What follows belongs to an exercise in optimizing a design on an open flow for a short achievable clock period and few clock cycles; a production flow would make more cautious choices. Function was checked by simulation only, so behaviour that the tests miss may differ from the original. Power is estimated from default activity; no workload was simulated.

==> v30 <==
## mips
module mips(
    input clk,
    input reset,
    input [31:0] i_inst_rdata,
    input [31:0] m_data_rdata,
    output [31:0] i_inst_addr,
    output [31:0] m_data_addr,
    output [31:0] m_data_wdata,
    output [3:0] m_data_byteen,
    output [31:0] m_inst_addr,
    output w_grf_we,
    output [4:0] w_grf_addr,
    output [31:0] w_grf_wdata,
    output [31:0] w_inst_addr
    );
Settings: LEC_CHECK=0, CAP_MARGIN=20, CORE_MARGIN=2, CORE_UTILIZATION=40, SLEW_MARGIN=20; clock period 98.0 ns.
run.sh (not shown) runs the stock make flow with config.mk's settings and CLKGATE_MAP_FILE= SYNTH_SCRIPT=/design/flow/synth_recipe.tcl, a recipe that flattens the netlist after the stock synthesis.
==> inputs of v8, as changes to v30 <==
--- a/flow/design.v
+++ b/flow/design.v
@@ -59,87 +59,107 @@
     input do_multu,
     input do_div,
     input do_divu,
     input do_mthi,
     input do_mtlo,
     input [31:0] a,
     input [31:0] b,
     output busy,
-    output reg [31:0] hi,
-    output reg [31:0] lo
+    output [31:0] hi,
+    output [31:0] lo
     );
+    reg [31:0] hi_r, lo_r;
+    reg        hi_neg, lo_neg;
+    assign hi = hi_neg ? -hi_r : hi_r;
+    assign lo = lo_neg ? -lo_r : lo_r;
     wire ms = do_mult;
     wire signed [32:0] ma = {ms & a[31], a};
     wire signed [32:0] mb = {ms & b[31], b};
     wire signed [65:0] prod = ma * mb;
     reg        dbusy;
-    reg [1:0]  dcnt;
+    reg [2:0]  dcnt;
     reg [31:0] drem, dsr, dden;
     reg        dnegq, dnegr;
     wire sa = do_div & a[31];
     wire sb = do_div & b[31];
     wire [31:0] ua = sa ? -a : a;
     wire [31:0] ub = sb ? -b : b;
-    wire [1:0] c0 = (ub[31:8]  == 24'd0) ? 2'd3 :
-                    (ub[31:16] == 16'd0) ? 2'd2 :
-                    (ub[31:24] ==  8'd0) ? 2'd1 : 2'd0;
+    reg [2:0] c0;
+    always @(*) begin
+        if (ub[31:28] != 4'd0)      c0 = 3'd0;
+        else if (ub[27:24] != 4'd0) c0 = 3'd1;
+        else if (ub[23:20] != 4'd0) c0 = 3'd2;
+        else if (ub[19:16] != 4'd0) c0 = 3'd3;
+        else if (ub[15:12] != 4'd0) c0 = 3'd4;
+        else if (ub[11:8] != 4'd0)  c0 = 3'd5;
+        else if (ub[7:4] != 4'd0)   c0 = 3'd6;
+        else                        c0 = 3'd7;
+    end
     reg [31:0] rem_init, sr_init;
     always @(*) begin
         case (c0)
-            2'd0: begin rem_init = {8'd0,  ua[31:8]};  sr_init = {ua[7:0],  24'd0}; end
-            2'd1: begin rem_init = {16'd0, ua[31:16]}; sr_init = {ua[15:0], 16'd0}; end
-            2'd2: begin rem_init = {24'd0, ua[31:24]}; sr_init = {ua[23:0], 8'd0};  end
+            3'd0: begin rem_init = {4'd0,  ua[31:4]};  sr_init = {ua[3:0],  28'd0}; end
+            3'd1: begin rem_init = {8'd0,  ua[31:8]};  sr_init = {ua[7:0],  24'd0}; end
+            3'd2: begin rem_init = {12'd0, ua[31:12]}; sr_init = {ua[11:0], 20'd0}; end
+            3'd3: begin rem_init = {16'd0, ua[31:16]}; sr_init = {ua[15:0], 16'd0}; end
+            3'd4: begin rem_init = {20'd0, ua[31:20]}; sr_init = {ua[19:0], 12'd0}; end
+            3'd5: begin rem_init = {24'd0, ua[31:24]}; sr_init = {ua[23:0], 8'd0};  end
+            3'd6: begin rem_init = {28'd0, ua[31:28]}; sr_init = {ua[27:0], 4'd0};  end
             default: begin rem_init = 32'd0;           sr_init = ua;            end
         endcase
     end
     reg [31:0] r_s, q_s;
     reg [32:0] t, d;
     integer k;
     always @(*) begin
         r_s = drem;
         q_s = dsr;
-        for (k = 0; k < 8; k = k + 1) begin
+        for (k = 0; k < 4; k = k + 1) begin
             t = {r_s, q_s[31]};
             d = t - {1'b0, dden};
             if (!d[32]) begin
                 r_s = d[31:0];
                 q_s = {q_s[30:0], 1'b1};
             end else begin
                 r_s = t[31:0];
                 q_s = {q_s[30:0], 1'b0};
             end
         end
     end
-    wire [31:0] q_fin = dnegq ? -q_s : q_s;
-    wire [31:0] r_fin = dnegr ? -r_s : r_s;
     assign busy = dbusy;
     always @(posedge clk) begin
         if (reset) begin
-            hi <= 32'd0;
-            lo <= 32'd0;
+            hi_r <= 32'd0;
+            lo_r <= 32'd0;
+            hi_neg <= 1'b0;
+            lo_neg <= 1'b0;
             dbusy <= 1'b0;
-            dcnt <= 2'd0;
+            dcnt <= 3'd0;
         end else begin
             if (dbusy) begin
                 drem <= r_s;
                 dsr <= q_s;
-                dcnt <= dcnt - 2'd1;
-                if (dcnt == 2'd0) begin
+                dcnt <= dcnt - 3'd1;
+                if (dcnt == 3'd0) begin
                     dbusy <= 1'b0;
-                    hi <= r_fin;
-                    lo <= q_fin;
+                    hi_r <= r_s;
+                    lo_r <= q_s;
+                    hi_neg <= dnegr;
+                    lo_neg <= dnegq;
                 end
             end
             if (do_mult | do_multu) begin
-                hi <= prod[63:32];
-                lo <= prod[31:0];
+                hi_r <= prod[63:32];
+                lo_r <= prod[31:0];
+                hi_neg <= 1'b0;
+                lo_neg <= 1'b0;
             end
-            if (do_mthi) hi <= a;
-            if (do_mtlo) lo <= a;
+            if (do_mthi) begin hi_r <= a; hi_neg <= 1'b0; end
+            if (do_mtlo) begin lo_r <= a; lo_neg <= 1'b0; end
             if (do_div | do_divu) begin
                 dbusy <= 1'b1;
                 dcnt <= c0;
                 drem <= rem_init;
                 dsr <= sr_init;
                 dden <= ub;
                 dnegq <= sa ^ sb;
                 dnegr <= sa;
@@ -158,34 +178,40 @@
     output [31:0] m_data_wdata,
     output [3:0] m_data_byteen,
     output [31:0] m_inst_addr,
     output w_grf_we,
     output [4:0] w_grf_addr,
     output [31:0] w_grf_wdata,
     output [31:0] w_inst_addr
     );
+    reg rst_r;
+    always @(posedge clk) rst_r <= reset;
+    wire rst_q = reset | rst_r;
     reg [31:0] pc_f;
     reg [31:0] ir, pc_x;
     reg        v_x;
     reg [31:0] m_addr, m_wdata, m_pc, m_res;
     reg [3:0]  m_be;
     reg        m_we, m_lw, m_lh, m_lb;
     reg [4:0]  m_waddr;
     reg [31:0] w_data, w_pc;
     reg        w_we;
     reg [4:0]  w_addr;
+    reg [31:0] wo_data;
+    reg        wo_we;
+    reg [4:0]  wo_addr;
     assign i_inst_addr   = pc_f;
     assign m_data_addr   = m_addr;
     assign m_data_wdata  = m_wdata;
     assign m_data_byteen = m_be;
     assign m_inst_addr   = m_pc;
-    assign w_grf_we      = w_we;
-    assign w_grf_addr    = w_addr;
-    assign w_grf_wdata   = w_data;
+    assign w_grf_we      = wo_we;
+    assign w_grf_addr    = wo_addr;
+    assign w_grf_wdata   = wo_data;
     assign w_inst_addr   = w_pc;
     wire [5:0] op = ir[31:26];
     wire [5:0] fn = ir[5:0];
     wire [4:0] rs = ir[25:21];
     wire [4:0] rt = ir[20:16];
     wire [4:0] rd = ir[15:11];
     wire [15:0] imm = ir[15:0];
     wire rtype = (op == 6'b000000);
@@ -249,17 +275,17 @@
     wire mdu_op = md | i_mfhi | i_mflo | i_mthi | i_mtlo;
     wire use_rs = ~(i_lui | shift_s | i_mfhi | i_mflo | i_j | i_jal);
     wire use_rt = r_cal | md | i_beq | i_bne | store;
     wire        wr_x = v_x & (r_cal | i_cal | load | i_mfhi | i_mflo | i_jal | i_jalr);
     wire [4:0]  wa_x = (r_cal | i_jalr | i_mfhi | i_mflo) ? rd :
                        i_jal ? 5'd31 : rt;
     wire [31:0] rf_a, rf_b;
     GRF grf(
-        .clk(clk), .rst(reset),
+        .clk(clk), .rst(rst_r),
         .we(w_we), .waddr(w_addr), .wdata(w_data),
         .raddr_a(rs), .raddr_b(rt),
         .rdata_a(rf_a), .rdata_b(rf_b)
     );
     wire [31:0] va = (rs == 5'd0) ? 32'd0 :
                      (m_we && m_waddr == rs) ? m_res :
                      (w_we && w_addr == rs) ? w_data : rf_a;
     wire [31:0] vb = (rt == 5'd0) ? 32'd0 :
@@ -290,17 +316,17 @@
     wire [31:0] alu_a = (shift_s | shift_v) ? vb : va;
     wire [31:0] alu_b = shift_s ? {27'd0, ir[10:6]} :
                         shift_v ? {27'd0, va[4:0]} :
                         (r_cal) ? vb : immx;
     wire [31:0] alu_out;
     ALU alu(.a(alu_a), .b(alu_b), .op(aluop), .out(alu_out));
     wire [31:0] hi, lo;
     MDU mdu(
-        .clk(clk), .reset(reset),
+        .clk(clk), .reset(rst_r),
         .do_mult(go & i_mult), .do_multu(go & i_multu),
         .do_div(go & i_div), .do_divu(go & i_divu),
         .do_mthi(go & i_mthi), .do_mtlo(go & i_mtlo),
         .a(va), .b(vb),
         .busy(mdu_busy), .hi(hi), .lo(lo)
     );
     wire [31:0] pc8 = pc_x + 32'd8;
     wire [31:0] res_x = (i_jal | i_jalr) ? pc8 :
@@ -347,44 +373,55 @@
         else case (m_addr[1:0])
             2'd0: ld_data = {{24{m_data_rdata[7]}},  m_data_rdata[7:0]};
             2'd1: ld_data = {{24{m_data_rdata[15]}}, m_data_rdata[15:8]};
             2'd2: ld_data = {{24{m_data_rdata[23]}}, m_data_rdata[23:16]};
             default: ld_data = {{24{m_data_rdata[31]}}, m_data_rdata[31:24]};
         endcase
     end
     always @(posedge clk) begin
-        if (reset) begin
+        if (rst_q) begin
+            m_be <= 4'd0;
+            w_we <= 1'b0;
+            wo_we <= 1'b0;
+        end else begin
+            m_be <= go ? be_x : 4'd0;
+            w_we <= m_we;
+            wo_we <= m_we;
+        end
+    end
+    always @(posedge clk) begin
+        if (rst_r) begin
             pc_f <= 32'h3000;
             v_x <= 1'b0;
             ir <= 32'd0;
             pc_x <= 32'd0;
-            m_be <= 4'd0;
             m_we <= 1'b0;
             m_lw <= 1'b0; m_lh <= 1'b0; m_lb <= 1'b0;
             m_waddr <= 5'd0;
             m_addr <= 32'd0; m_wdata <= 32'd0; m_pc <= 32'd0; m_res <= 32'd0;
-            w_we <= 1'b0;
             w_addr <= 5'd0;
             w_data <= 32'd0;
+            wo_addr <= 5'd0;
+            wo_data <= 32'd0;
             w_pc <= 32'd0;
         end else begin
             pc_f <= pc_next;
             if (~stall) begin
                 ir <= i_inst_rdata;
                 pc_x <= pc_f;
                 v_x <= 1'b1;
             end
             m_we <= go & wr_x & (wa_x != 5'd0);
             m_waddr <= wa_x;
             m_lw <= i_lw; m_lh <= i_lh; m_lb <= i_lb;
-            m_be <= go ? be_x : 4'd0;
             m_addr <= maddr;
             m_wdata <= wd_x;
             m_pc <= pc_x;
             m_res <= res_x;
-            w_we <= m_we;
             w_addr <= m_waddr;
             w_data <= (m_lw | m_lh | m_lb) ? ld_data : m_res;
+            wo_addr <= m_waddr;
+            wo_data <= (m_lw | m_lh | m_lb) ? ld_data : m_res;
             w_pc <= m_pc;
         end
     end
 endmodule
==> flow/flow/run.sh (new file) <==
#!/bin/bash
set -euo pipefail
MARGIN=$(cat flow/margin.txt)
bash standard.sh SETUP_SLACK_MARGIN=$MARGIN finish > flow_standard.log 2>&1
==> flow/flow/margin.txt (new file) <==
77
==> flow/standard.sh (new file) <==
#!/bin/bash
# synth_recipe.tcl (not shown) runs the flow's synth.tcl, then flattens the netlist and writes it again
# the make line also repeats each setting of config.mk as NAME=value (left out here)
make -C /OpenROAD-flow-scripts/flow DESIGN_CONFIG=/design/flow/config.mk WORK_HOME=/design/flow/orfs CLKGATE_MAP_FILE= SYNTH_SCRIPT=/design/flow/synth_recipe.tcl "${@:-finish}"
removed: flow/run.sh
==> run notes <==
In v30 the maximum frequency is smaller than in v8, by 40%.
Of v30 and v8, v30 has the higher combinational power (gap 53%, measured against v8).
Between v30 and v8, the lower sequential power is in v8 (gap 3.6%, measured against v8).
Between v30 and v8, the lower worst hold slack is in v30 (gap 8.1 ps).
Of v30 and v8, v8 has the higher register-to-register slack (gap 17000 ps).
In v30 the routed wire length is lower than in v8, by 3.5%.
Against v30, the non-clock buffer count of v8 is higher by 140.
Of v30 and v8, v30 has the higher die area (gap about 3.4%, measured against v8).
==> figures <==
quantity	v8	v30
Multiplexer share of the synthesized area	12.8%	12.1%
Vias per std cell	6.28	6.16
Met1 Track Usage GR	41.8%	40.3%
Multi-input combinational cell area	0.0883 sq mm	0.0940 sq mm
Slowest library cell on the worst path	dfxtp_4	edfxtp_1
Final estimated routing congestion in global placement	1.08	1.06
Startpoint of the worst setup timing path	wo_data[30]	mdu.dden[1]
Met3 track demand over resource	11.4%	9.21%
Outcome	timing/DRC/antenna clean	timing/DRC/antenna clean
Die Height	590 um	600 um
Multi-input logic cell count	9665	10.6k
Layout-to-synthesis area ratio	1.124x	1.111x
Power attributed to sequential cells	740 uW	767 uW
Clock tree sinks	1511	1507
R2r setup slk	79670 ps	62690 ps
Routed WL per cell	34.2 um	31.5 um
Non-Clock Inverter Count	1389	1316
Testbench counts of v30, summed over its fixed seeds: cycles 72,867.
Testbench counts of v8, summed over its fixed seeds: cycles 73,465.

-- what the ideal ports hide --
No port has a modelled driver above. Below, the same layouts with a new extraction and two added sets of constraints.
Step 1, drivers: a clkbuf_16 drives clk and a buf_2 each remaining input, both assumed.
Step 2 also shifts input and output timing later by t, the mid clock arrival at the registers, as if the neighbouring blocks saw the same clock.
Three values: ideal ports, drivers, drivers and shift; two values: the first two.
run | t, ns | setup slack, ns | hold slack, ns | worst register clock-pin slew, ns
v30 | 0.964 | 62.690 / 62.690 / 62.690 | 0.448 / 0.448 / 0.448 | 0.08 / 0.08
v8 | 0.995 | 76.806 / 76.720 / 76.459 | 0.456 / 0.456 / 0.456 | 0.09 / 0.09
After both steps every run listed still meets setup and hold. The setup slack of v8, which loses most, moves by -0.086 ns with the drivers and by -0.347 ns with both steps.
